Source: an optimization exercise on an open RTL-to-GDS flow (aim: small area, a short achievable clock period and few clock cycles per item). Production flows keep margins and buffers that such runs may drop.
Only simulation tests tie the RTL to the original design; equivalence was not proved.
Power is estimated from default activity; no workload was simulated.

[design/flow/run.sh]
#!/bin/bash
# synth_recipe.tcl (not shown) runs the flow's synth.tcl, then flattens the netlist and writes it again
# the make line also repeats each setting of config.mk as NAME=value (left out here)
make -C /OpenROAD-flow-scripts/flow DESIGN_CONFIG=/design/flow/config.mk WORK_HOME=/design/flow/orfs CLKGATE_MAP_FILE= SYNTH_SCRIPT=/design/flow/synth_recipe.tcl finish
[design/flow/config.mk]
export PLATFORM = sky130hd
export DESIGN_NAME = multdiv
export DESIGN_NICKNAME = multdiv
export VERILOG_FILES = /design/flow/design.v
export SDC_FILE = /design/flow/constraint.sdc
export NUM_CORES = 4
export LEC_CHECK = 0
export CAP_MARGIN = 20
export CORE_MARGIN = 2
export CORE_UTILIZATION = 40
export SLEW_MARGIN = 20
[design/flow/constraint.sdc]
create_clock -name core_clock -period 6.0 [get_ports {clock}]
set_input_delay 1.2000 -clock core_clock [delete_from_list [all_inputs] [get_ports {clock}]]
set_output_delay 1.2000 -clock core_clock [all_outputs]
set_load 0.01 [all_outputs]
[design/flow/design.v]
module multdiv(data_operandA, data_operandB, ctrl_MULT, ctrl_DIV, clock, reset,
               data_result, data_exception, data_resultRDY);
    input [31:0] data_operandA, data_operandB;
    input ctrl_MULT, ctrl_DIV, clock, reset;
    output [31:0] data_result;
    output data_exception, data_resultRDY;
    reg st_first, st_mul, st_div, st_inc, done;
    reg mult, neg, prev, bzero, zres, big;
    reg [4:0] cnt, lA, lB;
    reg [33:0] x, y;
    reg [31:0] z;
    reg s_y, s_2y, sub, cin, azero;
    wire start = ctrl_MULT | ctrl_DIV;
    function [4:0] slen;
        input [30:0] v;
        reg [31:0] w;
        reg [4:0] n;
        begin
            w = {v, 1'b1};
            n[4] = |w[31:16];
            w = n[4] ? {w[31:16], 16'd0} : {w[15:0], 16'd0};
            n[3] = |w[31:24];
            w = n[3] ? w : {w[23:0], 8'd0};
            n[2] = |w[31:28];
            w = n[2] ? w : {w[27:0], 4'd0};
            n[1] = |w[31:30];
            w = n[1] ? w : {w[29:0], 2'd0};
            n[0] = w[31];
            slen = n;
        end
    endfunction
    wire sa = data_operandA[31], sb = data_operandB[31];
    wire [4:0] lA_in = slen(data_operandA[30:0] ^ {31{sa}});
    wire [4:0] lB_in = slen(data_operandB[30:0] ^ {31{sb}});
    wire ys = y[33], zs = z[31];
    wire zlong = mult & (lB > lA);
    wire bz = ~|z;
    wire [5:0] sdiff = ({1'b0, lA} + {5'd0, ys}) - {1'b0, (lB == 5'd0) ? 5'd1 : lB};
    wire dzero = bz | sdiff[5];
    wire [4:0] shamt = mult ? 5'd0 : sdiff[4:0];
    wire [33:0] opb = ({34{s_y}} & y) | ({34{s_2y}} & {y[32:0], 1'b0});
    wire [33:0] ax = azero ? 34'd0 : x;
    wire [33:0] sum = ax + (opb ^ {34{sub}}) + {33'd0, cin};
    wire qbit = ~sum[33];
    wire mswap = st_first & zlong;          
    wire dfirst = st_first & ~mult;
    wire mlast = (&z[31:1]) | ~|z[31:1];
    wire dlast = cnt == 5'd0;
    wire [31:0] qf = {z[30:0], qbit} ^ {32{neg}};
    wire [33:0] zal = {{2{zs}}, z} << shamt;
    wire [33:0] x_nx = (st_div & dlast)    ? {2'b00, qf} : sum;
    wire [33:0] y_nx = start               ? {{2{sa}}, data_operandA} :
                       st_div              ? {ys, y[33:1]} :
                       (dfirst | mswap)    ? zal : {y[31:0], 2'b00};
    wire [31:0] z_nx = start               ? data_operandB :
                       st_div              ? {z[30:0], qbit} :
                       dfirst              ? 32'd0 :
                       mswap               ? y[31:0] : {{2{zs}}, z[31:2]};
    wire prev_nx = ~start & ~mswap & z[1];
    wire z1n = start ? data_operandB[1] : mswap ? y[1] : z[3];
    wire z0n = start ? data_operandB[0] : mswap ? y[0] : z[2];
    wire pn  = ~start & ~mswap & z[1];
    wire d_one = z0n ^ pn;
    wire d_two = (z1n & ~z0n & ~pn) | (~z1n & z0n & pn);
    wire d_neg = z1n & ~(z0n & pn);
    wire dsub = ~(sum[33] ^ ys);            
    always @(posedge clock) begin
        x <= x_nx;
        y <= y_nx;
        z <= z_nx;
        prev <= prev_nx;
        azero <= start | mswap;
        if (start & ctrl_DIV) begin          
            s_y <= 1'b1; s_2y <= 1'b0; sub <= sa; cin <= sa;
        end else if (dfirst) begin           
            s_y <= 1'b1; s_2y <= 1'b0; sub <= ~zs; cin <= ~zs;
        end else if (st_div & dlast) begin   
            s_y <= 1'b0; s_2y <= 1'b0; sub <= 1'b0; cin <= 1'b1;
        end else if (st_div) begin
            s_y <= 1'b1; s_2y <= 1'b0; sub <= dsub; cin <= dsub;
        end else begin
            s_y <= d_one; s_2y <= d_two; sub <= d_neg; cin <= d_neg;
        end
        if (start) begin
            mult <= ctrl_MULT;
            neg  <= sa ^ sb;
            lA   <= lA_in;
            lB   <= lB_in;
        end
        if (st_first) begin
            big   <= ({1'b0, lA} + {1'b0, lB}) > 6'd33;
            zres  <= dfirst & dzero;
            bzero <= bz;
            cnt   <= sdiff[4:0];
        end else if (st_div)
            cnt <= cnt - 5'd1;
    end
    always @(posedge clock) begin
        if (reset) begin
            st_first <= 1'b0;
            st_mul   <= 1'b0;
            st_div   <= 1'b0;
            st_inc   <= 1'b0;
            done     <= 1'b0;
        end else begin
            st_first <= start;
            st_mul   <= ~start & ((st_first & mult & (zlong | ~mlast)) | (st_mul & ~mlast));
            st_div   <= ~start & ((dfirst & ~dzero) | (st_div & ~dlast));
            st_inc   <= ~start & st_div & dlast & neg;
            done     <= ~start & ((st_first & mult & ~zlong & mlast) | (st_mul & mlast) |
                                  (dfirst & dzero) | (st_div & dlast & ~neg) | st_inc);
        end
    end
    assign data_resultRDY = done;
    assign data_result    = x[31:0] & {32{~zres}};
    assign data_exception = mult ? (big | ~((&x[33:31]) | ~|x[33:31])) : bzero;
endmodule
==> summary.md, run 1 <==
| Metric | Value |
|---|---|
| CP max FO | `21` |
| R2r worst-path depth | `13` |
| Main combinational cell family by area after synthesis | `compound AO/OA/AOI/OAI gates` |
| Most frequent cells in the layout | `nor2_1 (137), mux2i_1 (135), a21oi_1 (119)` |
| CP Launch Type | `flip-flop` |
| Status | `timing/DRC/antenna clean` |
| Finished Layout Cells | `a little under 2k` |
| Netlist cell types | `between 80 and 90` |
| Post_cts resized | `0` |
| Max Cap Violations | `0` |
| Simple-gate area share of the yosys netlist | `around a fifth` |
| CP Capture Type | `flip-flop` |
| Total Routing Usage GR | `26.9%` |
| DR WL/cell | `between 20 and 25 um` |
| # hold bufs at CTS | `0` |
| Post-Synth Adder-Cell Area | `~6.3%` |
| Htree depth | `4` |
| Final hold violation count | `0` |
| Setup bufs post-CTS | `0` |
| Ys async rst share | `0%` |
| WHS Path Cells | `2` |
| Mean Syn Cell Area | `slightly below 8 um2` |
| Cell area after synthesis | `12,200 um2` |
| Tmin final | `between 4 and 5 ns` |
| Number of global-route vias before repair | `11.0k` |
| Clock Sinks | `130` |
| Post-synthesis mux area share | `a little over an eighth` |
| # port buffers | `between 100 and 150` |
| Fraction of layout cells with a size suffix above 1 | `around 7%` |
| Vias | `11.9k` |
| Dpl cells | `~1.9k` |
| Max-slew headroom | `roughly a quarter` |
| Starting Density | `about two fifths` |
| P&R area growth vs syn | `14.3%` |
| Largest net degree at the start of global routing | `70` |
| Largest area contributor in the netlist | `dfxtp_1` |
| Worst-path clk slew | `~0.070 ns` |
| GRT overflow | `0` |
| FF-to-FF End | `y[33]` |
| Worst Hold Path EP | `st_mul` |
| Area contributors post-synth | `dfxtp_1 (18%), mux2i_1 (11%), ha_1 (5.6%), edfxtp_1 (5.4%), a21oi_1 (4.9%)` |
| Post-synth EDFFs | `22` |
| Critical R2R Launch | `lB[3]` |
| Yosys warns | `1` |
| Vias per cell | `~6.1` |
| DRC viols | `0` |
| CTS buffer count | `17` |
| Final net count | `1,683` |
| Reg2Reg Setup Slack | `about 1.2 ns` |
| Worst min path class | `flip-flop to flip-flop` |
| Worst EP arrival | `5.05 ns` |
| Total Die Area | `between 30,000 and 40,000 um2` |
| Total wire length | `about 43,000 um` |
| Post-synth top flop | `dfxtp_1` |
| Diode count | `0` |
| Synth Area in XOR/XNOR | `between 7 and 8%` |
| IO Count | `102` |
| Final slew viol count | `0` |
| Hpwl dp | `around 33,000 um` |
| RePlAce Congestion | `about 0.97` |
| Setup TNS | `0 ns` |
| #FFs+latches synth | `130` |
| Setup CP Type | `flip-flop to flip-flop` |
| Die H | `about 180 um` |
| Pwr per Cell Area | `approximately 340 nW/um2` |
| Critical path data required time | `approximately 6.3 ns` |
| Total power | `roughly 4.7 mW` |
| Worst slew pin tran | `1.11 ns` |
| Share of the synthesized area in the top cell type | `between 10% and 20%` |
| Worst hold path startpoint | `st_mul` |
| Post-DRT Antenna Nets | `0` |
| Synth Area in Compound Gates | `roughly a quarter` |
| Worst clock skew | `approximately 0.013 ns` |
| Initial antenna violation count | `0` |
| Final setup viols | `0` |
| Post-Synthesis Cells | `1,543` |
| First-pass GRT wire length | `about 66,000 um` |
| Final Cycle Share | `80.0%` |
| Fillers | `3,012` |
| Pre-CTS setup slack | `slightly above 1 ns` |
| Post-synthesis sequential area ratio | `23.1%` |
| Placeable Area | `between 30,000 and 40,000 um2` |
| First DRT Iteration DRCs | `1,327` |
| DRT Pass-1 Iters | `6` |
| Die Wd | `about 180 um` |
| TritonCTS clock tree | `yes` |
| CTS Buffer Depth | `2` |
| RSZ-0062 raised after global routing | `no` |
| Leading cell type in the layout, fill and taps excluded | `nor2_1` |
| Fmax | `about 0.21 GHz` |
| Num rows | `64` |
| P_leak | `around 5.7 nW` |
| Final worst slack | `about 1.2 ns` |
| Syn Nets | `~1.7k` |
| Clk latency of the worst-skew pair | `between 0.4 and 0.5 ns` |
| CTS root buffer | `clkbuf_16` |
| Worst VDD drop | `between 0.2 and 0.3 mV` |
==> routing by layer <==
metal | vias to the layer above | track usage, % | share of wire, %
met2 | 514 | 41.7 | 44
li1 | 5632 | - | -
met5 | - | 0 | 0
met3 | 69 | 3.82 | 6.3
met4 | 0 | 10.1 | 3.2
met1 | 5681 | 37.7 | 46
==> report_power, final <==
| group | leakage [nW] | switching (mW) | internal [mW] | total [mW] |
|---|---|---|---|---|
| logic | 4.25 | 1.24 | 1.05 | 2.29 |
| registers | 1.12 | 0.237 | 1.09 | 1.33 |
| clock network | 0.301 | 0.463 | 0.652 | 1.11 |
| total | 5.67 | 1.94 | 2.80 | 4.74 |
==> logic make-up (layout without fill, tap and decap cells) <==
group | Yosys count | after routing
AO/OA/AOI/OAI | 429 | 429
XOR/XNOR | 110 | 110
adder cells (fa/ha/maj) | 59 | 59
buffers and inverters | 167 | 193
flip-flops | 130 | 130
multiplexers | 153 | 153
AND/OR/NAND/NOR | 495 | 495
==> Yosys cell counts (17+ instances only) <==
cell type / n
dfxtp_1: 108
a21o_1: 25
mux2i_1: 135
xnor2_1: 63
nor2b_1: 74
inv_1: 33
o21a_1: 18
o22ai_1: 43
ha_1: 55
clkbuf_1: 97
edfxtp_1: 22
o21ai_0: 55
nor2_1: 139
nand2_1: 99
nand4_1: 21
xor2_1: 47
buf_1: 18
a22oi_1: 33
and2_1: 17
and3_1: 20
a21oi_1: 119
nand3_1: 25
nor3_1: 26
==> state kept, by name (all words and copies together), names as in the netlist, 5 cells and up <==
register  count
x            34
y            34
z            32
cnt           5
lA            5
lB            5
==> cell type report <==
class / count / area, um2 / area share (%)
multi-input cells: 1246 / 8730 / 62.4
flip-flops and latches: 130 / 2830 / 20.2
clock inverters: 11 / 110 / 0.787
clock buffers: 21 / 504 / 3.60
well taps: 396 / 495 / 3.54
repair buffers: 124 / 1180 / 8.46
inverters: 37 / 141 / 1.01
==> stage by stage <==
| step | hold slack, ns | cell area (um2) | util [%] |
|---|---|---|---|
| floorplan | 0.436 | 12200 | - |
| global placement | 0.443 | 13400 | 44.1 |
| detailed placement | 0.451 | 13400 | 44.1 |
| CTS | 0.461 | 14000 | 46.1 |
| global route | 0.471 | 14000 | 46.1 |
| finish | 0.465 | 14000 | 46.1 |
==> how the worst max path moves through the flow <==
stage	startpoint	end	slack [ns]	cells past startpoint
floorplan	lB[1]	y[33]	2.23	14
global placement	data_operandB[31]	lB[1]	1.09	12
detailed placement	data_operandB[31]	lB[1]	1.03	12
CTS	lB[3]	y[33]	1.34	13
global route	lB[3]	y[20]	1.09	14
finish	lB[3]	y[33]	1.20	13
==> worst max-delay path, cell delays in order (launching register included) <==
cell	delay, ns
edfxtp_1	0.51
o41ai_1	0.49
ha_1	0.31
inv_1	0.06
ha_1	0.19
fa_1	0.51
nand2b_1	0.83
buf_4	0.34
mux2i_1	0.26
mux2i_1	0.16
mux2_2	0.34
a211oi_1	0.26
a21oi_1	0.09
o31ai_1	0.24
Testbench counts, summed over its fixed seeds: cycles 28,877, ops 3,200.
==> run 2: changes to the inputs <==
--- a/design/flow/config.mk
+++ b/design/flow/config.mk
@@ -10,2 +10,3 @@
 export CORE_UTILIZATION = 40
+export SETUP_SLACK_MARGIN = 2.6
 export SLEW_MARGIN = 20
==> summary.md, run 2 <==
| Metric | Value |
|---|---|
| Vias per cell | `6.20 (was 6.05)` |
| Post-Synthesis Cells | `1,543 (unchanged)` |
| DRT Pass-1 Iters | `6 (unchanged)` |
| Vias | `12.8k (was 11.9k)` |
| Worst min path class | `flip-flop to flip-flop (unchanged)` |
| RSZ-0062 raised after global routing | `yes (was no)` |
| First DRT Iteration DRCs | `1,437 (was 1,327)` |
| Area contributors post-synth | `dfxtp_1 (18%), mux2i_1 (11%), ha_1 (5.6%), edfxtp_1 (5.4%), a21oi_1 (4.9%) (unchanged)` |
| Post-Synth Adder-Cell Area | `6.28% (unchanged)` |
| Synth Area in Compound Gates | `23.3% (unchanged)` |
| Clk latency of the worst-skew pair | `0.43 ns (was 0.45 ns)` |
| Num rows | `64 (unchanged)` |
| Leading cell type in the layout, fill and taps excluded | `nor2_1 (unchanged)` |
| Most frequent cells in the layout | `nor2_1 (133), a21oi_1 (106), nand2_1 (98) (was nor2_1 (137), mux2i_1 (135), a21oi_1 (119))` |
| Pre-CTS setup slack | `0.967 ns (was 1.03 ns)` |
| Setup TNS | `0 ns (unchanged)` |
| Post-synthesis mux area share | `13.2% (unchanged)` |
| Final hold slack | `0.454 ns (was 0.465 ns)` |
| DR WL/cell | `23.5 um (was 22.0 um)` |
| Diode count | `0 (unchanged)` |
| Post-synthesis sequential area ratio | `23.1% (unchanged)` |
| Final net count | `1,780 (was 1,683)` |
| TritonCTS clock tree | `yes (unchanged)` |
| GRT overflow | `0 (unchanged)` |
| Fraction of layout cells with a size suffix above 1 | `23.0% (was 7.01%)` |
| Post-synth EDFFs | `22 (unchanged)` |
| Setup CP Type | `flip-flop to flip-flop (unchanged)` |
| Yosys warns | `1 (unchanged)` |
| Critical path data required time | `6.17 ns (was 6.26 ns)` |
| Mean Syn Cell Area | `7.93 um2 (unchanged)` |
| CTS Buffer Depth | `2 (unchanged)` |
| Hpwl dp | `33,900 um (was 32,900 um)` |
| Netlist cell types | `87 (unchanged)` |
| Biggest regs | `x x34, y x34, z x32 (unchanged)` |
| First-pass GRT wire length | `71,600 um (was 65,800 um)` |
| Simple-gate area share of the yosys netlist | `20.4% (unchanged)` |
| Largest area contributor in the netlist | `dfxtp_1 (unchanged)` |
| P&R area growth vs syn | `30.7% (was 14.3%)` |
| Final worst slack | `2.44 ns (was 1.20 ns)` |
| Final Cycle Share | `59.3% (was 80.0%)` |
| IO Count | `102 (unchanged)` |
| Post-DRT Antenna Nets | `0 (unchanged)` |
| CTS root buffer | `clkbuf_16 (unchanged)` |
| Final slew viol count | `0 (unchanged)` |
| Top-count cell post-synth | `nor2_1 (unchanged)` |
| Fmax | `0.281 GHz (was 0.208 GHz)` |
| Reg area | `2850 um2 (was 2830 um2)` |
| Worst clock skew | `0.0140 ns (was 0.0132 ns)` |
| Pwr per Cell Area | `338 nW/um2 (was 339 nW/um2)` |
| CP Capture Type | `flip-flop (unchanged)` |
| CP max FO | `5 (was 21)` |
| Post-synth top flop | `dfxtp_1 (unchanged)` |
| Max-slew headroom | `39.6% (was 25.9%)` |
| Clock Sinks | `130 (unchanged)` |
| Htree depth | `4 (unchanged)` |
| CTS buffer count | `17 (unchanged)` |
| Worst EP arrival | `3.73 ns (was 5.05 ns)` |
| Starting Density | `40.3% (unchanged)` |
| Total Die Area | `32,000 um2 (unchanged)` |
| Final setup viols | `0 (unchanged)` |
| Total wire length | `48,400 um (was 43,200 um)` |
| P_leak | `6.35 nW (was 5.67 nW)` |
| DRC viols | `0 (unchanged)` |
| #FFs+latches synth | `130 (unchanged)` |
| Final hold violation count | `0 (unchanged)` |
| Die H | `179 um (unchanged)` |
| Placeable Area | `30,300 um2 (unchanged)` |
| Cell area after synthesis | `12,200 um2 (unchanged)` |
| Total Routing Usage GR | `29.5% (was 26.9%)` |
| Area of the multi-input gates | `9840 um2 (was 8730 um2)` |
| Worst-path clk slew | `0.07 ns (about the same)` |
| Largest net degree at the start of global routing | `71 (was 70)` |
| Main combinational cell family by area after synthesis | `compound AO/OA/AOI/OAI gates (unchanged)` |
| Worst slew pin tran | `0.903 ns (was 1.11 ns)` |
| Initial antenna violation count | `0 (unchanged)` |
| Ys async rst share | `0% (unchanged)` |
| Fillers | `2,819 (was 3,012)` |
| Syn Nets | `1,670 (unchanged)` |
| Worst VDD drop | `0.244 mV (was 0.265 mV)` |
| Share of the synthesized area in the top cell type | `17.7% (unchanged)` |
| Tmin final | `3.56 ns (was 4.80 ns)` |
| Number of global-route vias before repair | `11.8k (was 11.0k)` |
| Synth top cells by count | `nor2_1 (139), mux2i_1 (135), a21oi_1 (119) (unchanged)` |
| RePlAce Congestion | `1.07 (was 0.966)` |
| Die Wd | `179 um (unchanged)` |
| # hold bufs at CTS | `0 (unchanged)` |
| # port buffers | `101 (unchanged)` |
| Synth Area in XOR/XNOR | `7.87% (unchanged)` |
| Max Cap Violations | `0 (unchanged)` |
| Status | `timing/DRC/antenna clean (unchanged)` |
| CP Launch Type | `flip-flop (unchanged)` |
==> run 2: worst paths after layout <==
path | from | endpoint | slack [ns] | depth (start not counted)
hold reg to reg | st_mul | st_mul | 0.45 | 2
setup / recovery | lB[1] | y[33] | 2.44 | 14
hold / removal | st_mul | st_mul | 0.45 | 2
setup reg to reg | lB[1] | y[33] | 2.44 | 14
==> run 2: per-stage QoR <==
step                      instances  power, mW  cell area (um2)  util [%]
after detailed placement       1937       3.62            13500      44.4
after global placement         1937       3.61            13500      44.4
after floorplan                1543       2.92            12300         -
final                          2062       5.41            16000      52.7
after CTS                      2025       5.06            15200      50.2
after global routing           2062       5.66            16000      52.7
==> run 2: area by class of cell <==
class / instances / share of cell area [%]
Sequential cell: 130 / 17.8
Tap cell: 396 / 3.10
Timing Repair Buffer: 219 / 13.1
Multi-Input combinational cell: 1248 / 61.5
Inverter: 37 / 0.931
Clock inverter: 12 / 0.595
Clock buffer: 20 / 2.93
==> run 2: worst max-delay path, stage by stage, from the launching register on <==
cell and delay, ns:
edfxtp_1 0.43, o41ai_2 0.35, ha_1 0.17, inv_2 0.05, ha_4 0.15, fa_2 0.61
nor2b_4 0.20, buf_6 0.15, mux4_2 0.35, mux2i_4 0.21, nor2_2 0.06, a211oi_2 0.25
a211oi_2 0.08, a21oi_1 0.15, o31ai_1 0.08
==> run 2: cell families after synthesis <==
kind of cell               after synthesis
buffers and inverters                  167
xor gates and xnor gates               110
and+or+nand+nor                        495
AOI/OAI and AO/OA                      429
adders and majority gates               59
muxes                                  153
DFF                                    130
==> run 2: power breakdown <==
part	switching, mW	internal [mW]	leakage (nW)
Sequential	0.249	1.09	1.12
Combinational	1.54	1.49	4.96
Clock	0.459	0.571	0.269
Total	2.25	3.16	6.35
==> run 2: timing repair <==
| action | in CTS | in global routing |
|---|---|---|
| cloned | 4 | 2 |
| buffers inserted | 52 | 35 |
| gates resized for setup | 266 | 133 |
| endpoints found under the setup margin | 105 | 56 |
| pin swaps | 40 | 59 |
==> run 2: metal layers <==
layer,wire [um],track usage (%),vias to the layer above
met5,0,0,-
met4,2190,13.6,0
met3,4130,5.77,132
met2,21400,45.4,694
met1,20600,39.9,6107
li1,-,-,5853
==> run 3: changes to the inputs <==
--- a/design/flow/config.mk
+++ b/design/flow/config.mk
@@ -10,3 +10,3 @@
 export CORE_UTILIZATION = 40
-export SETUP_SLACK_MARGIN = 2.6
+export SETUP_SLACK_MARGIN = 3.0
 export SLEW_MARGIN = 20
==> summary.md, run 3 <==
| Metric | Value |
|---|---|
| Clk latency of the worst-skew pair | `0.43 ns (about the same)` |
| CTS buffer count | `17 (unchanged)` |
| Worst min path class | `flip-flop to flip-flop (unchanged)` |
| Critical R2R Launch | `lB[2] (was lB[1])` |
| Yosys warns | `1 (unchanged)` |
| Biggest regs | `x x34, y x34, z x32 (unchanged)` |
| Design Area, Final | `16,800 um2 (was 16,000 um2)` |
| Placed cell areas | `13,500 um2 (about the same)` |
| Fraction of layout cells with a size suffix above 1 | `26.6% (was 23.0%)` |
| Clock Sinks | `130 (unchanged)` |
| DR WL/cell | `23.2 um (was 23.5 um)` |
| Area contributors post-synth | `dfxtp_1 (18%), mux2i_1 (11%), ha_1 (5.6%), edfxtp_1 (5.4%), a21oi_1 (4.9%) (unchanged)` |
| Vias per cell | `6.17 (was 6.20)` |
| Final net count | `1,838 (was 1,780)` |
| Tmin final | `3.58 ns (was 3.56 ns)` |
| RePlAce Congestion | `0.967 (was 1.07)` |
| Worst slew pin tran | `0.940 ns (was 0.903 ns)` |
| Syn Nets | `1,670 (unchanged)` |
| Status | `timing/DRC/antenna clean (unchanged)` |
| Share of the synthesized area in the top cell type | `17.7% (unchanged)` |
| Htree depth | `4 (unchanged)` |
| Final setup viols | `0 (unchanged)` |
| CTS root buffer | `clkbuf_16 (unchanged)` |
| Netlist cell types | `87 (unchanged)` |
| # hold bufs at CTS | `0 (unchanged)` |
| Diode count | `0 (unchanged)` |
| Setup CP Type | `flip-flop to flip-flop (unchanged)` |
| Max Cap Violations | `0 (unchanged)` |
| Largest area contributor in the netlist | `dfxtp_1 (unchanged)` |
| Leading cell type in the layout, fill and taps excluded | `nor2_1 (unchanged)` |
| Fmax | `0.279 GHz (was 0.281 GHz)` |
| Cell area after synthesis | `12,200 um2 (unchanged)` |
| Post-synth top flop | `dfxtp_1 (unchanged)` |
| GRT overflow | `0 (unchanged)` |
| Worst Hold Path EP | `st_mul (unchanged)` |
| Finished Layout Cells | `2,120 (was 2,062)` |
| Die Wd | `179 um (unchanged)` |
| Reg2Reg Setup Slack | `2.42 ns (was 2.44 ns)` |
| Largest net degree at the start of global routing | `88 (was 71)` |
| Final slew viol count | `0 (unchanged)` |
| Pwr per Cell Area | `338 nW/um2 (about the same)` |
| DRT Pass-1 Iters | `8 (was 6)` |
| Worst EP arrival | `3.96 ns (was 3.73 ns)` |
| Starting Density | `40.3% (unchanged)` |
| Critical path data required time | `6.38 ns (was 6.17 ns)` |
| DRC viols | `0 (unchanged)` |
| Final Cycle Share | `59.7% (was 59.3%)` |
| CP Launch Type | `flip-flop (unchanged)` |
| Post-DRT Antenna Nets | `0 (unchanged)` |
| Dpl cells | `1,928 (was 1,937)` |
| Max-slew headroom | `37.3% (was 39.6%)` |
| Worst VDD drop | `0.251 mV (was 0.244 mV)` |
| Worst-path clk slew | `0.07 ns (about the same)` |
| Placeable Area | `30,300 um2 (unchanged)` |
| Most frequent cells in the layout | `nor2_1 (134), buf_4 (124), dfxtp_1 (100) (was nor2_1 (133), a21oi_1 (106), nand2_1 (98))` |
| #FFs+latches synth | `130 (unchanged)` |
| CP Capture Type | `flip-flop (unchanged)` |
| P&R area growth vs syn | `37.4% (was 30.7%)` |
| Num rows | `64 (unchanged)` |
| Worst clock skew | `0.00993 ns (was 0.0140 ns)` |
| Setup TNS | `0 ns (unchanged)` |
| Die H | `179 um (unchanged)` |
| Top-count cell post-synth | `nor2_1 (unchanged)` |
| Post-synthesis sequential area ratio | `23.1% (unchanged)` |
| FF-to-FF End | `y[17] (was y[33])` |
| First-pass GRT wire length | `71,500 um (was 71,600 um)` |
| Final hold violation count | `0 (unchanged)` |
| Total power | `5.69 mW (was 5.41 mW)` |
| RSZ-0062 raised after global routing | `yes (unchanged)` |
| WHS Path Cells | `2 (unchanged)` |
| Worst hold path startpoint | `st_mul (unchanged)` |
| Post-Synthesis Cells | `1,543 (unchanged)` |
| Vias | `13.1k (was 12.8k)` |
| Hpwl dp | `32,400 um (was 33,900 um)` |
| Total Die Area | `32,000 um2 (unchanged)` |
| Initial antenna violation count | `0 (unchanged)` |
| R2r worst-path depth | `15 (was 14)` |
| Total wire length | `49,200 um (was 48,400 um)` |
| CP max FO | `7 (was 5)` |
| Synth top cells by count | `nor2_1 (139), mux2i_1 (135), a21oi_1 (119) (unchanged)` |
| # port buffers | `101 (unchanged)` |
| Post-synth EDFFs | `22 (unchanged)` |
| CTS Buffer Depth | `2 (unchanged)` |
| First DRT Iteration DRCs | `1,484 (was 1,437)` |
| TritonCTS clock tree | `yes (unchanged)` |
| Number of global-route vias before repair | `12.0k (was 11.8k)` |
| P_leak | `7.06 nW (was 6.35 nW)` |
| Total Routing Usage GR | `29.3% (was 29.5%)` |
| IO Count | `102 (unchanged)` |
| Ys async rst share | `0% (unchanged)` |
| Mean Syn Cell Area | `7.93 um2 (unchanged)` |
run 3: cell type report:
class	count	area (um2)
clock buffer	17	425
sequential	130	2840
multi-input combinational	1250	10000
tap	396	495
inverter	37	144
timing repair buffer	275	2780
clock inverter	15	131
fill	2681	13500
run 3: kinds of logic (layout without fill, tap and decap cells):
group / Yosys count / count (layout) / synth area share, %
buffers and inverters: 167 / 344 / 5.90
flip-flops: 130 / 130 / 23.1
AO/OA/AOI/OAI: 429 / 430 / 23.3
AND/OR/NAND/NOR: 495 / 498 / 20.4
adder cells (fa/ha/maj): 59 / 59 / 6.28
XOR/XNOR: 110 / 110 / 7.87
multiplexers: 153 / 153 / 13.2
run 3: how the worst max path moves through the flow:
stage                 startpoint  endpoint
2_1_floorplan  data_operandB[17]     lB[0]
3_3_place_gp   data_operandB[31]     lB[0]
3_5_place_dp   data_operandB[31]     lB[0]
4_1_cts                    lB[4]     y[23]
5_1_grt                    lB[2]     y[33]
6_report                   lB[2]     y[17]
run 3: power breakdown:
group / leakage, nW / switching (mW) / internal [mW]
registers: 1.12 / 0.243 / 1.09
clock network: 0.264 / 0.453 / 0.572
logic: 5.68 / 1.63 / 1.70
run 3: routing by layer:
metal	global-route usage (%)	routed length, um	vias up	share of wire, %
met2	46.7	22300	740	45
met4	11.7	2360	0	4.8
li1	-	-	5971	-
met1	39.3	20000	6221	41
met5	0	0	-	0
met3	5.07	4550	157	9.2
run 3: repair_timing:
| action | in CTS | in global routing |
|---|---|---|
| setup endpoints to repair | 143 | 123 |
| pin swaps | 68 | 50 |
| gates cloned | 6 | 2 |
| gates resized for setup | 307 | 144 |
| buffers inserted | 117 | 35 |
run 3: through the flow:
stage | hold slack (ns) | setup WS, ns | util (%)
finish | 0.475 | 2.42 | 55.4
CTS | 0.472 | 2.47 | 52.5
detailed placement | 0.463 | 0.954 | 44.6
global placement | 0.444 | 1.01 | 44.6
global route | 0.515 | 2.32 | 55.4
floorplan | 0.436 | 2.53 | -
run 3: worst max-delay path: stages (launching register included):
cell	delay, ns
edfxtp_1	0.41
o41ai_2	0.37
ha_1	0.29
inv_2	0.07
ha_4	0.13
fa_2	0.48
nand2b_4	0.12
buf_6	0.10
buf_12	0.16
mux2i_4	0.26
mux2i_1	0.13
mux2_4	0.31
o32ai_2	0.13
mux2i_2	0.15
o211ai_1	0.24
o21a_1	0.16
==> run 4: changes to the inputs <==
--- a/design/flow/config.mk
+++ b/design/flow/config.mk
@@ -9,4 +9,4 @@
 export CORE_MARGIN = 2
-export CORE_UTILIZATION = 40
-export SETUP_SLACK_MARGIN = 3.0
+export CORE_UTILIZATION = 60
+export SETUP_SLACK_MARGIN = 2.6
 export SLEW_MARGIN = 20
==> summary.md, run 4 <==
| Metric | Value |
|---|---|
| Post-synth top flop | `dfxtp_1 (unchanged)` |
| Fraction of layout cells with a size suffix above 1 | `22.2% (was 26.6%)` |
| Finished Layout Cells | `1,946 (was 2,120)` |
| Clock Sinks | `130 (unchanged)` |
| # port buffers | `101 (unchanged)` |
| Worst clock skew | `0.0126 ns (was 0.00993 ns)` |
| CTS Buffer Depth | `2 (unchanged)` |
| Pwr per Cell Area | `344 nW/um2 (was 338 nW/um2)` |
| Number of global-route vias before repair | `12.1k (was 12.0k)` |
| #FFs+latches synth | `130 (unchanged)` |
| Post-synth EDFFs | `22 (unchanged)` |
| Area of the multi-input gates | `9730 um2 (was 10000 um2)` |
| CP Capture Type | `flip-flop (unchanged)` |
| Largest area contributor in the netlist | `dfxtp_1 (unchanged)` |
| RePlAce Congestion | `1.04 (was 0.967)` |
| Final net count | `1,790 (was 1,838)` |
| DRC viols | `0 (unchanged)` |
| CTS buffer count | `17 (unchanged)` |
| Total wire length | `47,400 um (was 49,200 um)` |
| RSZ-0062 raised after global routing | `yes (unchanged)` |
| Cell area after synthesis | `12,200 um2 (unchanged)` |
| Status | `timing/DRC/antenna clean (unchanged)` |
| Final Cycle Share | `62.9% (was 59.7%)` |
| Post-Synthesis Cells | `1,543 (unchanged)` |
| Vias | `13.4k (was 13.1k)` |
| Fillers | `1,380 (was 2,681)` |
| GRT overflow | `0 (unchanged)` |
| DR WL/cell | `24.3 um (was 23.2 um)` |
| Setup crit start | `lB[1] (was lB[2])` |
| Total Routing Usage GR | `40.0% (was 29.3%)` |
| Largest net degree at the start of global routing | `53 (was 88)` |
| Worst-path clk slew | `0.06 ns (was 0.07 ns)` |
| Most numerous cell on the critical path | `mux2i_1` |
| Worst hold path startpoint | `st_mul (unchanged)` |
| Final hold violation count | `0 (unchanged)` |
| Htree depth | `4 (unchanged)` |
| Reg area | `2840 um2 (about the same)` |
| Tmin final | `3.77 ns (was 3.58 ns)` |
| Num rows | `52 (was 64)` |
| Final slew viol count | `0 (unchanged)` |
| Die Wd | `147 um (was 179 um)` |
| Max Cap Violations | `0 (unchanged)` |
| Post-synthesis sequential area ratio | `23.1% (unchanged)` |
| First-pass GRT wire length | `67,700 um (was 71,500 um)` |
| Worst-path cell chain | `o41ai_2 -> ha_1 -> inv_2 -> ha_4 -> fa_2 -> buf_12 -> nand2b_2 -> mux2i_1 -> mux2i_1 -> mux2i_1 -> a211o_1 -> nand3_1 -> a31oi_1 (was o41ai_2 -> ha_1 -> inv_2 -> ha_4 -> fa_2 -> nand2b_4 -> buf_6 -> buf_12 -> mux2i_4 -> mux2i_1 -> mux2_4 -> o32ai_2 -> mux2i_2 -> o211ai_1 -> o21a_1)` |
| Most frequent cells in the layout | `nor2_1 (137), a21oi_1 (107), dfxtp_1 (101) (was nor2_1 (134), buf_4 (124), dfxtp_1 (100))` |
| TritonCTS clock tree | `yes (unchanged)` |
| Initial antenna violation count | `0 (unchanged)` |
| Dpl cells | `1,805 (was 1,928)` |
| DRT Pass-1 Iters | `7 (was 8)` |
| Setup TNS | `0 ns (unchanged)` |
| Critical R2R Launch | `lB[1] (was lB[2])` |
| Slowest CP cell | `fa_2 (unchanged)` |
| CP Launch Type | `flip-flop (unchanged)` |
| Starting Density | `60.9% (was 40.3%)` |
| Hpwl dp | `30,600 um (was 32,400 um)` |
| Mean Syn Cell Area | `7.93 um2 (unchanged)` |
| CP max FO | `5 (was 7)` |
| First DRT Iteration DRCs | `1,737 (was 1,484)` |
| Post-DRT Antenna Nets | `0 (unchanged)` |
| CTS root buffer | `clkbuf_16 (unchanged)` |
| R2r worst-path depth | `13 (was 15)` |
| Clk latency of the worst-skew pair | `0.44 ns (was 0.43 ns)` |
| Top-count cell post-synth | `nor2_1 (unchanged)` |
| Ys async rst share | `0% (unchanged)` |
| Worst EP arrival | `4.12 ns (was 3.96 ns)` |
| Share of the synthesized area in the top cell type | `17.7% (unchanged)` |
| Largest stage delay on the critical path | `0.51 ns (was 0.48 ns)` |
| P&R area growth vs syn | `29.2% (was 37.4%)` |
| WHS Path Cells | `2 (unchanged)` |
| Fmax | `0.265 GHz (was 0.279 GHz)` |
| Vias per cell | `6.88 (was 6.17)` |
| Syn Nets | `1,670 (unchanged)` |
| Critical path data required time | `6.35 ns (was 6.38 ns)` |
| Final setup viols | `0 (unchanged)` |
| Max-slew headroom | `28.7% (was 37.3%)` |
| Yosys warns | `1 (unchanged)` |
| Biggest regs | `x x34, y x34, z x32 (unchanged)` |
| Reg2Reg Setup Slack | `2.23 ns (was 2.42 ns)` |
| Synth top cells by count | `nor2_1 (139), mux2i_1 (135), a21oi_1 (119) (unchanged)` |
| Diode count | `0 (unchanged)` |
| FF-to-FF End | `y[31] (was y[17])` |
| Worst VDD drop | `0.256 mV (was 0.251 mV)` |
| Worst Hold Path EP | `st_mul (unchanged)` |
| IO Count | `102 (unchanged)` |
| # hold bufs at CTS | `0 (unchanged)` |
| Area contributors post-synth | `dfxtp_1 (18%), mux2i_1 (11%), ha_1 (5.6%), edfxtp_1 (5.4%), a21oi_1 (4.9%) (unchanged)` |
| Setup CP Type | `flip-flop to flip-flop (unchanged)` |
| Worst min path class | `flip-flop to flip-flop (unchanged)` |
| Total Die Area | `21,600 um2 (was 32,000 um2)` |
| Die H | `147 um (was 179 um)` |
| Placeable Area | `20,100 um2 (was 30,300 um2)` |
| P_leak | `6.36 nW (was 7.06 nW)` |
| Worst slew pin tran | `1.07 ns (was 0.940 ns)` |
| Leading cell type in the layout, fill and taps excluded | `nor2_1 (unchanged)` |
| Netlist cell types | `87 (unchanged)` |
-- run 4: cell count changes in the layout (fill, tap and decap cells not counted), sizes merged, moves of 3 or more --
cell and change:
nand2b +3, clkdlybuf4s15 +3, clkinv +3, clkbuf +5, buf -60, clkinvlp -3
clkdlybuf4s50 +25, dlymetal6s2s -22
-- run 4: through the flow --
step	power (mW)	util [%]	worst slack (ns)	cell area, um2	hold WS, ns
final	5.44	78.6	2.23	15800	0.458
after floorplan	2.92	-	2.53	12300	0.436
after CTS	4.88	73.7	2.45	14800	0.458
after global routing	5.65	78.6	2.18	15800	0.493
after detailed placement	3.57	66.0	1.03	13300	0.450
after global placement	3.54	66.0	1.17	13300	0.445
-- run 4: what timing repair did --
item | CTS | global route
setup endpoints to repair | 72 | 45
setup buffers | 57 | 41
gates cloned | 6 | 4
pin swaps | 33 | 51
resized for setup | 198 | 149
-- run 4: critical path, delay by kind of cell, from the launching register on --
family                   cells  cell delay [ns]
adder cells (fa/ha/maj)      3             0.95
flip-flops                   1             0.42
AND/OR/NAND/NOR              2             0.27
buffers and inverters        2             0.25
multiplexers                 3             0.98
AO/OA/AOI/OAI                3             0.81
-- run 4: power breakdown --
part | switching [mW] | internal, mW
registers | 0.252 | 1.09
logic | 1.57 | 1.48
clock network | 0.432 | 0.616
total | 2.25 | 3.19
-- run 4: cell families (layout without fill, tap and decap cells) --
family          after synthesis  after routing  share of synthesized area (%)
compound gates              429            429                           23.3
xor+xnor                    110            110                           7.87
fa+ha+maj                    59             59                           6.28
buf+inv                     167            294                           5.90
flops                       130            130                           23.1
mux                         153            153                           13.2
simple gates                495            501                           20.4
-- run 4: how the worst max path moves through the flow --
stage               cells after the start  endpoint  slack, ns
finish                                 13     y[31]       2.23
detailed placement                     11     lB[0]       1.03
CTS                                    14     y[22]       2.45
floorplan                              10     lB[0]       2.53
global route                           14     y[31]       2.18
global placement                       11     lB[0]       1.17
-- run 4: per-layer routing --
metal / routed length, um / track usage [%]
met5: 26 / 0
met4: 2940 / 20.2
met3: 6000 / 7.61
met2: 20900 / 63.0
met1: 17600 / 52.6
-- run 4: cell type report --
| class | instances | share of cell area (%) |
|---|---|---|
| repair buffers | 224 | 13.7 |
| flip-flops and latches | 130 | 18.0 |
| repair inverters | 1 | 0.0475 |
| multi-input cells | 1252 | 61.6 |
| clock buffers | 19 | 3.01 |
| well taps | 270 | 2.14 |
| inverters | 37 | 0.926 |
| clock inverters | 13 | 0.657 |
==> run 5: changes to the inputs <==
==> design/flow/flow/run.sh (new file) <==
#!/bin/bash
# Standard layout, with the ports buffered by a small plain buffer instead
# of the delay cell buffer_ports picks by default.
set -euo pipefail
bash standard.sh "BUFFER_PORTS_ARGS=-buffer_cell sky130_fd_sc_hd__buf_2" finish > standard.log 2>&1
==> design/flow/standard.sh (new file) <==
#!/bin/bash
# synth_recipe.tcl (not shown) runs the flow's synth.tcl, then flattens the netlist and writes it again
# the make line also repeats each setting of config.mk as NAME=value (left out here)
make -C /OpenROAD-flow-scripts/flow DESIGN_CONFIG=/design/flow/config.mk WORK_HOME=/design/flow/orfs CLKGATE_MAP_FILE= SYNTH_SCRIPT=/design/flow/synth_recipe.tcl "${@:-finish}"
--- a/design/flow/config.mk
+++ b/design/flow/config.mk
@@ -9,3 +9,3 @@
 export CORE_MARGIN = 2
-export CORE_UTILIZATION = 60
+export CORE_UTILIZATION = 40
 export SETUP_SLACK_MARGIN = 2.6
removed: design/flow/run.sh
==> summary.md, run 5 <==
| Metric | Value |
|---|---|
| Setup TNS | `0 ns (unchanged)` |
| Clk latency of the worst-skew pair | `0.43 ns (was 0.44 ns)` |
| Syn Nets | `1,670 (unchanged)` |
| Ys async rst share | `0% (unchanged)` |
| Fmax | `0.272 GHz (was 0.265 GHz)` |
| Netlist cell types | `87 (unchanged)` |
| Share of the synthesized area in the top cell type | `17.7% (unchanged)` |
| Worst clock skew | `0.0128 ns (was 0.0126 ns)` |
| RSZ-0062 raised after global routing | `yes (unchanged)` |
| Post-Synth Adder-Cell Area | `6.28% (unchanged)` |
| P&R area growth vs syn | `25.4% (was 29.2%)` |
| Clock Sinks | `130 (unchanged)` |
| Vias | `12.6k (was 13.4k)` |
| CP max FO | `9 (was 5)` |
| Final core occ | `50.6% (was 78.6%)` |
| IO Count | `102 (unchanged)` |
| DRC viols | `0 (unchanged)` |
| Number of global-route vias before repair | `11.5k (was 12.1k)` |
| Cell area after synthesis | `12,200 um2 (unchanged)` |
| Worst slew pin tran | `1.08 ns (was 1.07 ns)` |
| Area contributors post-synth | `dfxtp_1 (18%), mux2i_1 (11%), ha_1 (5.6%), edfxtp_1 (5.4%), a21oi_1 (4.9%) (unchanged)` |
| Worst VDD drop | `0.219 mV (was 0.256 mV)` |
| Main combinational cell family by area after synthesis | `compound AO/OA/AOI/OAI gates (unchanged)` |
| Tmin final | `3.67 ns (was 3.77 ns)` |
| Final net count | `1,779 (was 1,790)` |
| Post-synth EDFFs | `22 (unchanged)` |
| Synth Area in XOR/XNOR | `7.87% (unchanged)` |
| Final slew viol count | `0 (unchanged)` |
| Post-synth top flop | `dfxtp_1 (unchanged)` |
| Post-DRT Antenna Nets | `0 (unchanged)` |
| Setup CP Type | `flip-flop to flip-flop (unchanged)` |
| Num rows | `64 (was 52)` |
| Top-count cell post-synth | `nor2_1 (unchanged)` |
| CTS buffer count | `17 (unchanged)` |
| Most frequent cells in the layout | `nor2_1 (135), a21oi_1 (109), nand2_1 (98) (was nor2_1 (137), a21oi_1 (107), dfxtp_1 (101))` |
| Fraction of layout cells with a size suffix above 1 | `25.7% (was 22.2%)` |
| P_leak | `6.30 nW (was 6.36 nW)` |
| RePlAce Congestion | `0.970 (was 1.04)` |
| Worst min path class | `flip-flop to flip-flop (unchanged)` |
| Total Die Area | `32,000 um2 (was 21,600 um2)` |
| Starting Density | `40.3% (was 60.9%)` |
| Yosys warns | `1 (unchanged)` |
| # port buffers | `101 (unchanged)` |
| CP Launch Type | `flip-flop (unchanged)` |
| Synth Area in Compound Gates | `23.3% (unchanged)` |
| TritonCTS clock tree | `yes (unchanged)` |
| Fillers | `2,886 (was 1,380)` |
| Diode count | `0 (unchanged)` |
| #FFs+latches synth | `130 (unchanged)` |
| DRT Pass-1 Iters | `5 (was 7)` |
| Final hold violation count | `0 (unchanged)` |
| Worst-path clk slew | `0.06 ns (about the same)` |
| CTS root buffer | `clkbuf_16 (unchanged)` |
| Post-Synthesis Cells | `1,543 (unchanged)` |
| Die H | `179 um (was 147 um)` |
| Status | `timing/DRC/antenna clean (unchanged)` |
| Critical path data required time | `6.37 ns (was 6.35 ns)` |
| Htree depth | `4 (unchanged)` |
| Simple-gate area share of the yosys netlist | `20.4% (unchanged)` |
| Hpwl dp | `32,500 um (was 30,600 um)` |
| Final Cycle Share | `61.2% (was 62.9%)` |
| Total wire length | `45,700 um (was 47,400 um)` |
| Post-synthesis mux area share | `13.2% (unchanged)` |
| Pwr per Cell Area | `338 nW/um2 (was 344 nW/um2)` |
| Largest area contributor in the netlist | `dfxtp_1 (unchanged)` |
| Die Wd | `179 um (was 147 um)` |
| Worst EP arrival | `4.05 ns (was 4.12 ns)` |
| Total Routing Usage GR | `27.4% (was 40.0%)` |
| Placeable Area | `30,300 um2 (was 20,100 um2)` |
| Largest net degree at the start of global routing | `75 (was 53)` |
| Post-synthesis sequential area ratio | `23.1% (unchanged)` |
| GRT overflow | `0 (unchanged)` |
| CTS Buffer Depth | `2 (unchanged)` |
| Synth top cells by count | `nor2_1 (139), mux2i_1 (135), a21oi_1 (119) (unchanged)` |
| First DRT Iteration DRCs | `1,228 (was 1,737)` |
| Biggest regs | `x x34, y x34, z x32 (unchanged)` |
| Leading cell type in the layout, fill and taps excluded | `nor2_1 (unchanged)` |
| Vias per cell | `6.11 (was 6.88)` |
| Initial antenna violation count | `0 (unchanged)` |
| Max-slew headroom | `28.2% (was 28.7%)` |
| Final setup viols | `0 (unchanged)` |
| Max Cap Violations | `0 (unchanged)` |
| CP Capture Type | `flip-flop (unchanged)` |
| DR WL/cell | `22.2 um (was 24.3 um)` |
| First-pass GRT wire length | `67,400 um (was 67,700 um)` |
| Mean Syn Cell Area | `7.93 um2 (unchanged)` |
## run 5: cell counts after synthesis
Identical to the previous run, type by type.
## run 5: final cells by class
type | count | area [um2] | share of cell area, %
clock buffer | 20 | 468 | 3.05
clock inverter | 12 | 106 | 0.693
inverter | 37 | 141 | 0.921
multi-input combinational | 1249 | 9590 | 62.5
sequential | 130 | 2850 | 18.6
tap | 396 | 495 | 3.23
timing repair buffer | 216 | 1690 | 11.0
timing repair inverter | 1 | 7.51 | 0.0489
## run 5: final timing paths
kind | from | to | slack [ns] | depth (start not counted)
max | lB[1] | y[16] | 2.33 | 14
min | st_mul | st_mul | 0.47 | 2
max reg2reg | lB[1] | y[16] | 2.33 | 14
min reg2reg | st_mul | st_mul | 0.47 | 2
## run 5: cells by family after synthesis
group / after synthesis
xor gates and xnor gates: 110
adders and majority gates: 59
muxes: 153
and+or+nand+nor: 495
buffers and inverters: 167
AOI/OAI and AO/OA: 429
DFF: 130
## run 5: report_power, final
part | switching [mW] | internal [mW] | leakage, nW
Clock | 0.427 | 0.605 | 0.273
Combinational | 1.46 | 1.36 | 4.90
Sequential | 0.240 | 1.09 | 1.12
## run 5: timing repair
action / CTS / global route
buffers inserted: 49 / 42
endpoints found under the setup margin: 68 / 46
pin swaps: 35 / 47
hold buffers: 0 / 0
gates cloned: 4 / 1
gates resized for setup: 135 / 105
## run 5: critical path: stages (launching register included)
cell      delay, ns
edfxtp_1       0.50
o41ai_2        0.38
ha_1           0.29
inv_2          0.08
ha_4           0.13
fa_2           0.51
nand2b_4       0.17
buf_12         0.18
mux2i_4        0.26
mux2i_1        0.13
mux2_4         0.31
o32ai_2        0.09
mux2i_1        0.10
o211ai_1       0.31
o21a_1         0.17
## run 5: metal layers
| metal | global-route usage (%) | wire length [um] | up-vias |
|---|---|---|---|
| li1 | - | - | 5839 |
| met1 | 38.0 | 19700 | 5961 |
| met2 | 42.0 | 20100 | 676 |
| met3 | 3.99 | 3770 | 127 |
| met4 | 12.5 | 2150 | 0 |
| met5 | 0 | 0 | - |
## run 5: through the flow
step	hold slack, ns	area (um2)	power [mW]	setup WS (ns)	std cells
floorplan	0.436	12300	2.92	2.53	1543
global placement	0.442	12900	3.50	1.45	1932
detailed placement	0.459	12900	3.51	1.36	1932
CTS	0.468	14600	4.89	2.39	2017
global route	0.478	15300	5.45	2.27	2061
finish	0.468	15300	5.19	2.33	2061
==> run 6: changes to the inputs <==
--- a/design/flow/design.v
+++ b/design/flow/design.v
@@ -8,3 +8,4 @@
     reg mult, neg, prev, bzero, zres, big;
-    reg [4:0] cnt, lA, lB;
+    reg [4:0] cnt, lB;
+    reg [5:0] lA;
     reg [33:0] x, y;
@@ -13,18 +14,13 @@
     wire start = ctrl_MULT | ctrl_DIV;
-    function [4:0] slen;
-        input [30:0] v;
-        reg [31:0] w;
-        reg [4:0] n;
+    function [5:0] slen;
+        input [31:0] v;
+        reg [31:0] hi;
+        integer i;
         begin
-            w = {v, 1'b1};
-            n[4] = |w[31:16];
-            w = n[4] ? {w[31:16], 16'd0} : {w[15:0], 16'd0};
-            n[3] = |w[31:24];
-            w = n[3] ? w : {w[23:0], 8'd0};
-            n[2] = |w[31:28];
-            w = n[2] ? w : {w[27:0], 4'd0};
-            n[1] = |w[31:30];
-            w = n[1] ? w : {w[29:0], 2'd0};
-            n[0] = w[31];
-            slen = n;
+            hi[31] = 1'b0;
+            for (i = 30; i >= 0; i = i - 1)
+                hi[i] = hi[i+1] | v[i+1];
+            slen = 6'd0;
+            for (i = 0; i < 32; i = i + 1)
+                slen = slen | ((v[i] & ~hi[i]) ? i + 1 : 0);
         end
@@ -32,8 +28,10 @@
     wire sa = data_operandA[31], sb = data_operandB[31];
-    wire [4:0] lA_in = slen(data_operandA[30:0] ^ {31{sa}});
-    wire [4:0] lB_in = slen(data_operandB[30:0] ^ {31{sb}});
+    wire [30:0] nA = data_operandA[30:0] ^ {31{sa}};
+    wire [30:0] nB = data_operandB[30:0] ^ {31{sb}};
+    wire [5:0] lA_in = slen((ctrl_DIV & sa) ? {nA, 1'b1} : {1'b0, nA});
+    wire [5:0] lB_in = slen({1'b0, nB[30:1], nB[0] | ctrl_DIV});
     wire ys = y[33], zs = z[31];
-    wire zlong = mult & (lB > lA);
+    wire zlong = mult & ({1'b0, lB} > lA);
     wire bz = ~|z;
-    wire [5:0] sdiff = ({1'b0, lA} + {5'd0, ys}) - {1'b0, (lB == 5'd0) ? 5'd1 : lB};
+    wire [5:0] sdiff = lA - {1'b0, lB};
     wire dzero = bz | sdiff[5];
@@ -87,6 +85,6 @@
             lA   <= lA_in;
-            lB   <= lB_in;
+            lB   <= lB_in[4:0];
         end
         if (st_first) begin
-            big   <= ({1'b0, lA} + {1'b0, lB}) > 6'd33;
+            big   <= (lA + {1'b0, lB}) > 6'd33;
             zres  <= dfirst & dzero;
==> design/flow/run.sh (new file) <==
#!/bin/bash
# synth_recipe.tcl (not shown) runs the flow's synth.tcl, then flattens the netlist and writes it again
# the make line also repeats each setting of config.mk as NAME=value (left out here)
make -C /OpenROAD-flow-scripts/flow DESIGN_CONFIG=/design/flow/config.mk WORK_HOME=/design/flow/orfs CLKGATE_MAP_FILE= SYNTH_SCRIPT=/design/flow/synth_recipe.tcl finish
removed: design/flow/flow/run.sh
removed: design/flow/standard.sh
==> summary.md, run 6 <==
| Metric | Value |
|---|---|
| Status | `timing/DRC/antenna clean (unchanged)` |
| Pint | `2.82 mW (was 3.06 mW)` |
| Simple-gate area share of the yosys netlist | `19.9% (was 20.4%)` |
| Fraction of layout cells with a size suffix above 1 | `14.8% (was 25.7%)` |
| Final core occ | `50.1% (was 50.6%)` |
| Post-synth top flop | `dfxtp_1 (unchanged)` |
| Setup TNS | `0 ns (unchanged)` |
| Critical path data required time | `6.33 ns (was 6.37 ns)` |
| Final hold violation count | `0 (unchanged)` |
| P&R area growth vs syn | `22.7% (was 25.4%)` |
| GRT overflow | `0 (unchanged)` |
| Worst slew pin tran | `0.981 ns (was 1.08 ns)` |
| Slowest CP cell | `dfxtp_4 (was fa_2)` |
| First-pass GRT wire length | `68,600 um (was 67,400 um)` |
| Share of the synthesized area in the top cell type | `17.7% (about the same)` |
| Post-Synthesis Cells | `1,567 (was 1,543)` |
| DRT Pass-1 Iters | `5 (unchanged)` |
| Die H | `179 um (about the same)` |
| Placeable Area | `29,900 um2 (was 30,300 um2)` |
| CTS buffer count | `17 (unchanged)` |
| Area contributors post-synth | `dfxtp_1 (18%), mux2i_1 (7.7%), a21oi_1 (5.7%), edfxtp_1 (5.7%), ha_1 (4.6%) (was dfxtp_1 (18%), mux2i_1 (11%), ha_1 (5.6%), edfxtp_1 (5.4%), a21oi_1 (4.9%))` |
| CP max FO | `6 (was 9)` |
| Fmax | `0.287 GHz (was 0.272 GHz)` |
| Buf/Inv on CP | `2 (unchanged)` |
| Post-DRT Antenna Nets | `0 (unchanged)` |
| Yosys warns | `1 (unchanged)` |
| RePlAce Congestion | `1.02 (was 0.970)` |
| Final setup viols | `0 (unchanged)` |
| Synth top cells by count | `a21oi_1 (139), nor2_1 (138), nand2_1 (129) (was nor2_1 (139), mux2i_1 (135), a21oi_1 (119))` |
| Die Wd | `179 um (about the same)` |
| DR WL/cell | `23.0 um (was 22.2 um)` |
| # hold bufs at CTS | `0 (unchanged)` |
| Largest area contributor in the netlist | `dfxtp_1 (unchanged)` |
| Htree depth | `4 (unchanged)` |
| IO Count | `102 (unchanged)` |
| Synth Area in XOR/XNOR | `7.97% (was 7.87%)` |
| P_sw | `1.96 mW (was 2.13 mW)` |
| Worst min path class | `flip-flop to flip-flop (unchanged)` |
| Gate power share | `49.8% (was 54.4%)` |
| Clock Sinks | `131 (was 130)` |
| Switching Fraction | `40.9% (was 41.0%)` |
| Synth Area in Compound Gates | `24.7% (was 23.3%)` |
| Clk latency of the worst-skew pair | `0.43 ns (about the same)` |
| Critical path's top delay family | `compound AO/OA/AOI/OAI gates (unchanged)` |
| Final net count | `1,735 (was 1,779)` |
| Final Cycle Share | `58.1% (was 61.2%)` |
| Worst-path clk slew | `0.07 ns (was 0.06 ns)` |
| TritonCTS clock tree | `yes (unchanged)` |
| # port buffers | `101 (unchanged)` |
| Netlist cell types | `82 (was 87)` |
| Clock share of power | `21.9% (was 19.9%)` |
| Vias per cell | `6.18 (was 6.11)` |
| RSZ-0062 raised after global routing | `yes (unchanged)` |
| CTS root buffer | `clkbuf_16 (unchanged)` |
| Worst-path cell chain | `buf_12 -> buf_12 -> a22oi_1 -> xnor2_1 -> ha_1 -> and3_2 -> and4_2 -> a2111oi_4 -> nor2_2 -> a31oi_4 -> a31oi_4 -> xnor2_2 -> nand4_1 -> a22oi_2 (was o41ai_2 -> ha_1 -> inv_2 -> ha_4 -> fa_2 -> nand2b_4 -> buf_12 -> mux2i_4 -> mux2i_1 -> mux2_4 -> o32ai_2 -> mux2i_1 -> o211ai_1 -> o21a_1)` |
| Total Routing Usage GR | `28.3% (was 27.4%)` |
| Top-count cell post-synth | `a21oi_1 (was nor2_1)` |
| First DRT Iteration DRCs | `1,440 (was 1,228)` |
| Post-synth EDFFs | `23 (was 22)` |
| Diode count | `0 (unchanged)` |
| Final slew viol count | `0 (unchanged)` |
| Main combinational cell family by area after synthesis | `compound AO/OA/AOI/OAI gates (unchanged)` |
| Starting Density | `40.8% (was 40.3%)` |
| Hpwl dp | `33,000 um (was 32,500 um)` |
| DRC viols | `0 (unchanged)` |
| Max-slew headroom | `34.6% (was 28.2%)` |
| Max Cap Violations | `0 (unchanged)` |
| Ys async rst share | `0% (unchanged)` |
| Flop pwr share | `28.4% (was 25.7%)` |
| Total wire length | `46,400 um (was 45,700 um)` |
| Pwr per Cell Area | `319 nW/um2 (was 338 nW/um2)` |
| CP Capture Type | `flip-flop (unchanged)` |
| Worst VDD drop | `0.235 mV (was 0.219 mV)` |
| Leading cell type in the layout, fill and taps excluded | `nor2_1 (unchanged)` |
| Initial antenna violation count | `0 (unchanged)` |
| Most frequent cells in the layout | `nor2_1 (135), a21oi_1 (132), nand2_1 (127) (was nor2_1 (135), a21oi_1 (109), nand2_1 (98))` |
| Post-synthesis sequential area ratio | `23.4% (was 23.1%)` |
| Largest net degree at the start of global routing | `89 (was 75)` |
| Mean Syn Cell Area | `7.79 um2 (was 7.93 um2)` |
| Setup CP Type | `flip-flop to flip-flop (unchanged)` |
| Largest stage delay on the critical path | `0.39 ns (was 0.51 ns)` |
| #FFs+latches synth | `131 (was 130)` |
| P_leak | `5.93 nW (was 6.30 nW)` |
| Post-synthesis mux area share | `12.5% (was 13.2%)` |
| Num rows | `63 (was 64)` |
| Worst EP arrival | `3.81 ns (was 4.05 ns)` |
| Fillers | `2,893 (was 2,886)` |
| CTS Buffer Depth | `2 (unchanged)` |
| Vias | `12.5k (was 12.6k)` |
| Syn Nets | `1,684 (was 1,670)` |
| Total Die Area | `31,900 um2 (was 32,000 um2)` |
| Cell area after synthesis | `12,200 um2 (about the same)` |
| Biggest regs | `x x34, y x34, z x32 (unchanged)` |
| Worst clock skew | `0.0138 ns (was 0.0128 ns)` |
| Tmin final | `3.48 ns (was 3.67 ns)` |
| CP Launch Type | `flip-flop (unchanged)` |
| Post-Synth Adder-Cell Area | `5.27% (was 6.28%)` |
| Number of global-route vias before repair | `11.3k (was 11.5k)` |
-- run 6: cell count changes in the layout (fill, tap and decap cells not counted), moves of 23 or more --
cell,delta
o21ai_0,+36
a21oi_1,+23
buf_4,-41
nand2_1,+29
buf_2,-86
clkdlybuf4s50_1,+89
-- run 6: worst min-delay path, stage by stage, from the launching register on --
cell	delay, ns
dfxtp_2	0.35
o21ai_0	0.10
a21oi_1	0.07
-- run 6: stage by stage --
step	setup slack [ns]	hold slack, ns	power (mW)	instances	area, um2
4_1_cts	2.49	0.552	4.49	1989	14300
3_5_place_dp	1.47	0.542	3.35	1944	13400
5_1_grt	2.44	0.584	5.02	2021	15000
2_1_floorplan	2.63	0.490	2.71	1567	12200
3_3_place_gp	1.46	0.513	3.35	1944	13400
6_report	2.52	0.558	4.78	2021	15000
-- run 6: cell families (layout without fill, tap and decap cells) --
| family | Yosys count | count (layout) |
|---|---|---|
| xor+xnor | 111 | 111 |
| mux | 124 | 124 |
| simple gates | 495 | 498 |
| buf+inv | 192 | 253 |
| flops | 131 | 131 |
| fa+ha+maj | 49 | 49 |
| compound gates | 465 | 465 |
-- run 6: worst paths after layout --
kind	slack, ns	start	to	cells after the start
min reg2reg	0.56	st_div	cin	2
max reg2reg	2.52	s_y	sub	14
max	2.52	s_y	sub	14
min	0.56	st_div	cin	2
-- run 6: repair_timing --
action | in CTS | in global routing
endpoints found under the setup margin | 103 | 78
setup buffers | 10 | 30
gates resized for setup | 60 | 103
gates cloned | 3 | 2
pin swaps | 8 | 22
-- run 6: cell type report --
class	count	area, um2	share of cell area (%)
Multi-Input combinational cell	1247	9160	61.2
Sequential cell	131	2870	19.2
Timing Repair Buffer	167	1670	11.2
Tap cell	390	488	3.26
Clock buffer	19	443	2.96
Inverter	54	209	1.40
Clock inverter	13	126	0.844
-- run 6: power groups by stage --
stage                     logic [mW]  clock network [mW]  registers, mW
after floorplan                 1.53                   0           1.18
after global placement          1.98                   0           1.37
after detailed placement        1.99                   0           1.37
after CTS                       2.10                1.05           1.35
after global routing            2.56                1.09           1.37
final                           2.38                1.05           1.36
-- run 6: routing by layer --
| metal | wire length [um] | up-vias | track usage [%] | share of wire (%) |
|---|---|---|---|---|
| met4 | 1810 | 0 | 10.4 | 3.9 |
| met5 | 0 | - | 0 | 0 |
| met2 | 20200 | 655 | 43.1 | 43 |
| li1 | - | 5823 | - | - |
| met1 | 20200 | 5902 | 39.4 | 43 |
| met3 | 4260 | 102 | 5.67 | 9.2 |
Testbench counts of run 6, summed over its fixed seeds: cycles 28,877, ops 3,200.
==> run 7: changes to the inputs <==
==> design/flow/flow/run.sh (new file) <==
#!/bin/bash
# Standard layout, with the ports buffered by a small plain buffer instead
# of the delay cell buffer_ports picks by default.
set -euo pipefail
bash standard.sh "BUFFER_PORTS_ARGS=-buffer_cell sky130_fd_sc_hd__buf_2" finish > standard.log 2>&1
==> design/flow/standard.sh (new file) <==
#!/bin/bash
# synth_recipe.tcl (not shown) runs the flow's synth.tcl, then flattens the netlist and writes it again
# the make line also repeats each setting of config.mk as NAME=value (left out here)
make -C /OpenROAD-flow-scripts/flow DESIGN_CONFIG=/design/flow/config.mk WORK_HOME=/design/flow/orfs CLKGATE_MAP_FILE= SYNTH_SCRIPT=/design/flow/synth_recipe.tcl "${@:-finish}"
--- a/design/flow/config.mk
+++ b/design/flow/config.mk
@@ -10,2 +10,4 @@
 export CORE_UTILIZATION = 40
+export CTS_BUF_LIST = sky130_fd_sc_hd__clkbuf_4 sky130_fd_sc_hd__clkbuf_8
+export CTS_CLUSTER_SIZE = 24
 export SETUP_SLACK_MARGIN = 2.6
removed: design/flow/run.sh
==> summary.md, run 7 <==
| Metric | Value |
|---|---|
| Status | `timing/DRC/antenna clean (unchanged)` |
| Setup CP Type | `flip-flop to flip-flop (unchanged)` |
| Critical R2R Launch | `lB[0] (was s_y)` |
| Worst VDD drop | `0.141 mV (was 0.235 mV)` |
| Pwr per Cell Area | `320 nW/um2 (was 319 nW/um2)` |
| Setup TNS | `0 ns (unchanged)` |
| Initial antenna violation count | `0 (unchanged)` |
| Post-synthesis sequential area ratio | `23.4% (unchanged)` |
| Top-count cell post-synth | `a21oi_1 (unchanged)` |
| Cell area after synthesis | `12,200 um2 (unchanged)` |
| Worst slew pin tran | `1.05 ns (was 0.981 ns)` |
| First-pass GRT wire length | `66,700 um (was 68,600 um)` |
| Reg2Reg Setup Slack | `2.56 ns (was 2.52 ns)` |
| Largest net degree at the start of global routing | `57 (was 89)` |
| Clock Sinks | `131 (unchanged)` |
| P&R area growth vs syn | `16.1% (was 22.7%)` |
| Worst-path clk slew | `0.08 ns (was 0.07 ns)` |
| Die H | `179 um (unchanged)` |
| GRT overflow | `0 (unchanged)` |
| Clk latency of the worst-skew pair | `0.48 ns (was 0.43 ns)` |
| Htree depth | `4 (unchanged)` |
| Final slew viol count | `0 (unchanged)` |
| DRT Pass-1 Iters | `9 (was 5)` |
| Final Cycle Share | `57.4% (was 58.1%)` |
| Final hold violation count | `0 (unchanged)` |
| Final hold slack | `0.555 ns (was 0.558 ns)` |
| Diode count | `0 (unchanged)` |
| Mean Syn Cell Area | `7.79 um2 (unchanged)` |
| FF-to-FF End | `y[18] (was sub)` |
| CTS root buffer | `clkbuf_8 (was clkbuf_16)` |
| Netlist cell types | `82 (unchanged)` |
| Fmax | `0.290 GHz (was 0.287 GHz)` |
| Hpwl dp | `32,400 um (was 33,000 um)` |
| Fraction of layout cells with a size suffix above 1 | `20.2% (was 14.8%)` |
| Synth top cells by count | `a21oi_1 (139), nor2_1 (138), nand2_1 (129) (unchanged)` |
| Post-Synthesis Cells | `1,567 (unchanged)` |
| DRC viols | `0 (unchanged)` |
| Fillers | `2,926 (was 2,893)` |
| Slowest CP cell | `edfxtp_1 (was dfxtp_4)` |
| Biggest regs | `x x34, y x34, z x32 (unchanged)` |
| Final net count | `1,723 (was 1,735)` |
| DR WL/cell | `22.6 um (was 23.0 um)` |
| CP Capture Type | `flip-flop (unchanged)` |
| TritonCTS clock tree | `yes (unchanged)` |
| Die Wd | `179 um (unchanged)` |
| Area contributors post-synth | `dfxtp_1 (18%), mux2i_1 (7.7%), a21oi_1 (5.7%), edfxtp_1 (5.7%), ha_1 (4.6%) (unchanged)` |
| Starting Density | `40.8% (unchanged)` |
| Worst EP arrival | `3.80 ns (was 3.81 ns)` |
| CTS Buffer Depth | `2 (unchanged)` |
| CP max FO | `7 (was 6)` |
| Post-DRT Antenna Nets | `0 (unchanged)` |
| First DRT Iteration DRCs | `1,413 (was 1,440)` |
| Share of the synthesized area in the top cell type | `17.7% (unchanged)` |
| Max Cap Violations | `0 (unchanged)` |
| P_leak | `5.73 nW (was 5.93 nW)` |
| RePlAce Congestion | `1.01 (was 1.02)` |
| Number of global-route vias before repair | `10.9k (was 11.3k)` |
| RSZ-0062 raised after global routing | `yes (unchanged)` |
| Vias | `12.4k (was 12.5k)` |
| CTS buffer count | `17 (unchanged)` |
| Critical path data required time | `6.36 ns (was 6.33 ns)` |
| Worst min path class | `flip-flop to flip-flop (unchanged)` |
| Largest stage delay on the critical path | `0.54 ns (was 0.39 ns)` |
| Num rows | `63 (unchanged)` |
| Max-slew headroom | `29.8% (was 34.6%)` |
| # port buffers | `101 (unchanged)` |
| Worst hold path startpoint | `st_inc (was st_div)` |
| Worst Hold Path EP | `done (was cin)` |
| Post-synth EDFFs | `23 (unchanged)` |
| Post-synth top flop | `dfxtp_1 (unchanged)` |
| Syn Nets | `1,684 (unchanged)` |
-- run 7: cell counts after synthesis --
No cell type changed its count.
-- run 7: cell families (layout without fill, tap and decap cells) --
| group | count (synthesis) | in the layout | synth area share [%] |
|---|---|---|---|
| and+or+nand+nor | 495 | 498 | 19.9 |
| AOI/OAI and AO/OA | 465 | 465 | 24.7 |
| buffers and inverters | 192 | 241 | 6.33 |
| DFF | 131 | 131 | 23.4 |
| muxes | 124 | 124 | 12.5 |
| xor gates and xnor gates | 111 | 111 | 7.97 |
| adders and majority gates | 49 | 49 | 5.27 |
-- run 7: per-layer routing --
metal	GRT usage [%]	vias to the layer above	share of wire, %
li1	-	5791	-
met1	38.4	5863	43
met2	41.9	658	43
met3	5.75	105	9.1
met4	9.89	0	4.0
met5	0	-	0
-- run 7: worst max-delay path, delay by kind of cell, from the launching register on --
family          cells  cell delay [ns]
buf+inv             3             0.34
simple gates        1             0.35
mux                 3             0.72
compound gates      3             0.58
fa+ha+maj           2             0.80
flops               1             0.54
-- run 7: worst max path at each step --
stage	slack [ns]	end	startpoint	cells past startpoint
4_1_cts	2.50	y[27]	lB[0]	12
5_1_grt	2.49	y[18]	lB[0]	12
3_3_place_gp	1.87	lA[0]	ctrl_DIV	10
2_1_floorplan	2.63	x[30]	s_y	16
3_5_place_dp	1.69	lA[0]	ctrl_DIV	10
6_report	2.56	y[18]	lB[0]	12
-- run 7: cell type report --
| type | instances | area (um2) | area share [%] |
|---|---|---|---|
| flip-flops and latches | 131 | 2880 | 20.3 |
| repair buffers | 155 | 1040 | 7.33 |
| clock buffers | 19 | 249 | 1.76 |
| inverters | 54 | 206 | 1.46 |
| clock inverters | 13 | 205 | 1.45 |
| multi-input cells | 1247 | 9090 | 64.2 |
| well taps | 390 | 488 | 3.45 |
-- run 7: power by group --
part	internal (mW)	switching [mW]	leakage, nW	total [mW]
logic	1.04	1.23	4.37	2.28
clock network	0.505	0.401	0.227	0.906
registers	1.10	0.255	1.13	1.35
total	2.65	1.89	5.73	4.53
-- run 7: what timing repair did --
item | 4_1_cts | 5_1_grt
gates resized for setup | 51 | 87
endpoints found under the setup margin | 64 | 46
buffers inserted | 14 | 24
cloned | 2 | 2
hold buffers | 0 | 0
pin swaps | 6 | 25
-- run 7: per-stage QoR --
stage | setup slack [ns] | power, mW | utilization [%] | instances | area [um2]
6_report | 2.56 | 4.53 | 47.4 | 2009 | 14200
2_1_floorplan | 2.63 | 2.71 | - | 1567 | 12200
3_3_place_gp | 1.87 | 3.24 | 42.8 | 1935 | 12800
5_1_grt | 2.49 | 4.78 | 47.4 | 2009 | 14200
4_1_cts | 2.50 | 4.25 | 45.3 | 1983 | 13500
3_5_place_dp | 1.69 | 3.25 | 42.8 | 1935 | 12800
